This design comes from an exercise in tuning for small area, a short achievable clock period and few clock cycles on the open sky130 flow, not from production work. Only simulation tests tie the RTL to the original design; equivalence was not proved.

## processor
module processor #(
    parameter ROWS        = 256,
    parameter SPIKES      = 16,
    parameter PE_COUNT    = 16,
    parameter WEIGHT_WIDTH = 16,
    parameter ACC_WIDTH   = 16,
    parameter NO_WIDTH    = 8,
    parameter VMEM_WIDTH    = 16,
    parameter THRESH_WIDTH  = 16,
    parameter LEAK_WIDTH    = 16,
    parameter REFRAC_WIDTH  = 4
) (
    input  wire clk,
    input  wire rst_n,
    input  wire                        task_valid,
    output wire                        task_ready,
    input  wire [$clog2(ROWS)-1:0]     task_row_id,
    input  wire [$clog2(ROWS)-1:0]     task_prefix_id,
    input  wire [SPIKES-1:0]           task_pattern,
    output wire [$clog2(SPIKES*PE_COUNT)-1:0] weight_addr,
    input  wire [WEIGHT_WIDTH-1:0] weight_data,
    output wire                    weight_rd_en,
    output wire [$clog2(ROWS)-1:0]     output_rd_addr,
    output wire [$clog2(ROWS)-1:0]     output_wr_addr,
    input  wire [PE_COUNT*ACC_WIDTH-1:0] output_rd_data,
    output wire [PE_COUNT*ACC_WIDTH-1:0] output_wr_data,
    output wire                        output_wr_en,
    input  wire [THRESH_WIDTH-1:0]     cfg_threshold,
    input  wire [LEAK_WIDTH-1:0]       cfg_leak,
    input  wire [VMEM_WIDTH-1:0]       cfg_reset_potential,
    input  wire [REFRAC_WIDTH-1:0]     cfg_refractory,
    input  wire                        lif_enable,
    input  wire                        timestep_end,
    output wire [PE_COUNT-1:0]         spike_out,
    output reg                         spike_valid,
    input  wire [$clog2(PE_COUNT)-1:0] vmem_rd_idx,
    output wire [VMEM_WIDTH-1:0]       vmem_rd_data,
    output wire                        proc_busy,
    output wire                        proc_done
);
Size: about 42000 cells after synthesis, roughly 680 I/O pins.
export LEC_CHECK = 0
export ABC_AREA = 1
export CAP_MARGIN = 40
export CORE_MARGIN = 2
export CORE_UTILIZATION = 55
export CTS_CLUSTER_DIAMETER = 100
export CTS_CLUSTER_SIZE = 26
export PLACE_DENSITY = 0.65
export SETUP_SLACK_MARGIN = 2.0
export SLEW_MARGIN = 40
export TNS_END_PERCENT = 5
create_clock -name core_clock -period 28.0 [get_ports {clk}]
standard.sh (not shown) runs the stock make flow with config.mk's settings and CLKGATE_MAP_FILE= SYNTH_SCRIPT=/design/flow/synth_recipe.tcl, a recipe that flattens the netlist after the stock synthesis.
==> flow/flow/run.sh <==
#!/bin/bash
set -euo pipefail
bash standard.sh SETUP_SLACK_MARGIN=15.5 MAX_REPAIR_ANTENNAS_ITER_DRT=10 \
  "BUFFER_PORTS_ARGS=-buffer_cell sky130_fd_sc_hd__buf_2" finish > standard_flow.log 2>&1
Testbench counts at the start, summed over its fixed seeds: cycles 11,742.
Edit:
CORE_UTILIZATION = 60   (was 55)
CTS_CLUSTER_SIZE = 24   (was 26)
PLACE_DENSITY = 0.7   (was 0.65)
Outcome: The new run completed without violations; register-to-register slack gains 60 ps; final area is lower by 0.51%; routed wire length is lower by 2.3%; area after synthesis stays the same; clock-buffer cell count is higher by 12; worst setup slack loses 72 ps; core utilization is higher by 5.0 points; die area is lower by 8.3%; final cell count is lower by 1.2%; via count is higher by 0.55%.
Edit:
CORE_UTILIZATION = 55   (was 60)
CTS_CLUSTER_DIAMETER = 70   (was 100)
CTS_CLUSTER_SIZE = 22   (was 24)
PLACE_DENSITY = 0.65   (was 0.7)
TNS_END_PERCENT = not set   (was 5)
=> The changed run finished clean; utilization came out lower by 3.7 points; hold slack loses 8.1 ps; design area came out higher by 2.6%; global-route usage fell by 2.4 points; routed wire length rose by about 3.2%.
Edit:
CTS_CLUSTER_DIAMETER = 100   (was 70)
CTS_CLUSTER_SIZE = 26   (was 22)
The changed run went through all stages and came out clean; design area falls slightly; sequential cell count is unchanged; via count falls slightly.

Another version of the RTL of processor (not shown whole).
Size: about 680 I/O pins, ~300000 sq um of cells after synthesis.
clock: 28.0 ns
lec_check: 0
abc_area: 1
cap_margin: 40
core_margin: 2
core_utilization: 55
cts_cluster_diameter: 100
cts_cluster_size: 30
place_density: 0.65
setup_slack_margin: 2.0
slew_margin: 40
Scripts as last shown in full above: flow/flow/run.sh
Testbench counts at the start, summed over its fixed seeds: cycles 12,290.
Next try:
==> flow/flow/run.sh (replaced) <==
#!/bin/bash
set -euo pipefail
bash standard.sh SETUP_SLACK_MARGIN=15.5 MAX_REPAIR_ANTENNAS_ITER_DRT=10 finish > standard_flow.log 2>&1
Settings changed: CORE_UTILIZATION 55 to 65, PLACE_DENSITY 0.65 to 0.72.
Outcome: This time the run did not get past global routing (5_1_grt), error GRT-0232. Synthesized area stays the same. Synthesized cell count is unchanged.

separate check: timing with driven ports:
Ports are ideal in the flow. The routed layouts listed here were re-timed in OpenROAD. Step 1 sets driving cells, clkbuf_16 on the clock port and buf_2 on the other inputs (assumed; they add their load-dependent delay and slew). Step 2 times the ports against the registers' clock, not the clock port: input delays grow and output delays shrink by t, the midpoint of the rising clock arrivals with the driver on. a / b / c = no drivers / after step 1 / after step 2; a / b = the first two.
| run | t, ns | setup slack, ns | latest minus earliest clock arrival (ns) |
|---|---|---|---|
| the first run of note 1 | 1.159 | 14.924 / 14.733 / 14.733 | 0.137 / 0.137 |
| the second run of note 1 | 1.162 | 14.852 / 14.679 / 14.679 | 0.122 / 0.122 |
| the third run of note 1 | 1.182 | 14.990 / 14.787 / 14.787 | 0.131 / 0.132 |
| the fourth run of note 1 | 1.170 | 14.991 / 14.782 / 14.782 | 0.128 / 0.128 |
| the first run of note 2 | 1.154 | 14.827 / 14.689 / 14.804 | 0.144 / 0.144 |
After both steps every run listed still meets setup and hold. The setup slack of the fourth run of note 1, which loses most, moves by -0.209 ns with the drivers and by -0.209 ns with both steps.
